This design comes from an exercise in tuning for small area, a short achievable clock period and few clock cycles per item on the open sky130 flow, not from production work. In this exercise RTL edits were held to simulation tests only and were not proved equivalent to the original. Power figures rest on the tool's default switching activity, not on a simulated workload.

Design SQRTLOG, start of the top module:
module SQRTLOG #(parameter NBITS = 20, M = 10, N = 10)
              (input logic clock, reset,
               input logic [1:0] op,
               input logic [NBITS-1:0] data_in,
               output logic done,
               output logic [NBITS-1:0] data_out);
Size in the first run: about 1,200 cells after synthesis, about 45 flip-flops, roughly 45 I/O pins, about 8600 sq um of cells after synthesis.
export LEC_CHECK = 0
export CAP_MARGIN = 0
export CORE_MARGIN = 2
export CORE_UTILIZATION = 40
export SETUP_SLACK_MARGIN = 3.5
export SLEW_MARGIN = 0
create_clock -name core_clock -period 8.0 [get_ports {clock}]
run.sh (not shown) runs the stock make flow with config.mk's settings and CLKGATE_MAP_FILE= SYNTH_SCRIPT=/design/flow/synth_recipe.tcl, a recipe that flattens the netlist after the stock synthesis.
The starting point completed without violations.
Testbench counts at the start, summed over its fixed seeds: cycles 17,952, ops 1,920.
Edit:
==> flow/flow/run.sh (new file) <==
#!/bin/bash
cp standard.sh standard_sh.log
export BUFFER_PORTS_ARGS="-buffer_cell sky130_fd_sc_hd__buf_2"
bash standard.sh > standard.log 2>&1
==> flow/standard.sh (new file) <==
#!/bin/bash
# synth_recipe.tcl (not shown) runs the flow's synth.tcl, then flattens the netlist and writes it again
# the make line also repeats each setting of config.mk as NAME=value (left out here)
make -C /OpenROAD-flow-scripts/flow DESIGN_CONFIG=/design/flow/config.mk WORK_HOME=/design/flow/orfs CLKGATE_MAP_FILE= SYNTH_SCRIPT=/design/flow/synth_recipe.tcl "${@:-finish}"
Settings changed: CAP_MARGIN 0 to 20, SETUP_SLACK_MARGIN 3.5 to 3.8, SLEW_MARGIN 0 to 20.
removed: flow/run.sh
After rerunning:
- The changed run ran to the end with no violations
- worst hold slack gains 0.022 ns
- die area is unchanged
- power increases by 5.6%
- via count increases by 3.3%
- cell count increases by 1.1%

========
Starting RTL as in the previous note.
export LEC_CHECK = 0
export CAP_MARGIN = 20
export CORE_MARGIN = 2
export CORE_UTILIZATION = 40
export SETUP_SLACK_MARGIN = 4
export SLEW_MARGIN = 20
create_clock -name core_clock -period 8.0 [get_ports {clock}]
Stock flow here: none of the scripts above is used.
The starting point went through all stages and came out clean.
Testbench counts at the start, summed over its fixed seeds: cycles 17,952, ops 1,920.
Next try:
==> flow/flow/run.sh (new file) <==
#!/bin/bash
cp standard.sh standard_sh.log
export BUFFER_PORTS_ARGS="-buffer_cell sky130_fd_sc_hd__buf_2"
bash standard.sh > standard.log 2>&1
==> flow/standard.sh (new file) <==
#!/bin/bash
# synth_recipe.tcl (not shown) runs the flow's synth.tcl, then flattens the netlist and writes it again
# the make line also repeats each setting of config.mk as NAME=value (left out here)
make -C /OpenROAD-flow-scripts/flow DESIGN_CONFIG=/design/flow/config.mk WORK_HOME=/design/flow/orfs CLKGATE_MAP_FILE= SYNTH_SCRIPT=/design/flow/synth_recipe.tcl "${@:-finish}"
--- a/flow/config.mk
+++ b/flow/config.mk
@@ -11 +11 @@
-export SETUP_SLACK_MARGIN = 4
+export SETUP_SLACK_MARGIN = 3.5
removed: flow/run.sh
=> Sequential power came out higher by about 3%. Power came out lower by 6.5%. Wire length came out lower by 4.4%. Clock-buffer cell count does not change. Worst setup slack degrades by 86 ps. First-iteration DRC count came out higher by 21%. Register-to-register slack improves by 30 ps.
Next try:
==> flow/run.sh (new file) <==
#!/bin/bash
# synth_recipe.tcl (not shown) runs the flow's synth.tcl, then flattens the netlist and writes it again
# the make line also repeats each setting of config.mk as NAME=value (left out here)
make -C /OpenROAD-flow-scripts/flow DESIGN_CONFIG=/design/flow/config.mk WORK_HOME=/design/flow/orfs CLKGATE_MAP_FILE= SYNTH_SCRIPT=/design/flow/synth_recipe.tcl finish
removed: flow/flow/run.sh
removed: flow/standard.sh
The new run went through all stages and came out clean. Synthesized cell count is unchanged. Non-clock buffer count shrinks by 3. Register-to-register slack stays flat. Worst setup slack gains 120 ps. Sequential share of layout area shrinks by 0.32 points. Global-route usage grows by 0.35 points.

========
== run a ==
Starting RTL as in the previous note.
Design SQRTLOG, start of the top module:
module SQRTLOG #(parameter NBITS = 20, M = 10, N = 10)
              (input logic clock, reset,
               input logic [1:0] op,
               input logic [NBITS-1:0] data_in,
               output logic done,
               output logic [NBITS-1:0] data_out);
Settings: LEC_CHECK=0, CAP_MARGIN=20, CORE_MARGIN=2, CORE_UTILIZATION=60, PLACE_DENSITY=0.7, SETUP_SLACK_MARGIN=3.5, SLEW_MARGIN=20; clock period 8.0 ns.
Stock flow here: none of the scripts above is used.
Testbench counts of run a, summed over its fixed seeds: cycles 17,952, ops 1,920.
> inputs changed (run a -> run b)
- a change of SETUP_SLACK_MARGIN from 3.5 to 4.5
- a deleted PLACE_DENSITY that had been 0.7
- a change of CORE_UTILIZATION from 60 to 40
Results
- The required time reported for the critical path endpoint was comparable across run a and run b.
- Run b reports a higher max-slew headroom at the worst pin than run a does.
- Net count after synthesis: run b vs run a identical
- Fraction of power consumed by sequential logic: run b lower than run a

[static timing again, ports no longer ideal]
The flow's constraints put no driver on any port. The routed layouts listed below were extracted and timed again, unchanged, in two steps. Step 1 (the two cells are an assumption about what drives the block):
set clk [get_ports {clock}]
set_driving_cell -lib_cell sky130_fd_sc_hd__clkbuf_16 $clk
set_driving_cell -lib_cell sky130_fd_sc_hd__buf_2 [delete_from_list [all_inputs] $clk]
Step 2 also shifts input and output timing later by t, the mid clock arrival at the registers, as if the neighbouring blocks saw the same clock. a / b / c = ideal ports / drivers / drivers and shift; a / b = the first two.
run	t (ns)	slack for setup (ns)	worst register clock-pin slew, ns
the first run of note 1	0.338	3.675 / 3.680 / 3.358	0.07 / 0.07
the second run of note 1	0.338	3.664 / 3.664 / 3.565	0.07 / 0.07
the first run of note 2	0.351	3.639 / 3.639 / 3.639	0.08 / 0.08
the second run of note 2	0.331	3.553 / 3.575 / 3.244	0.07 / 0.07
the third run of note 2	0.338	3.675 / 3.680 / 3.358	0.07 / 0.07
run a	0.329	3.600 / 3.618 / 3.293	0.07 / 0.07
run b	0.330	3.785 / 3.785 / 3.785	0.07 / 0.07
After both steps setup and hold are still met in every run listed.
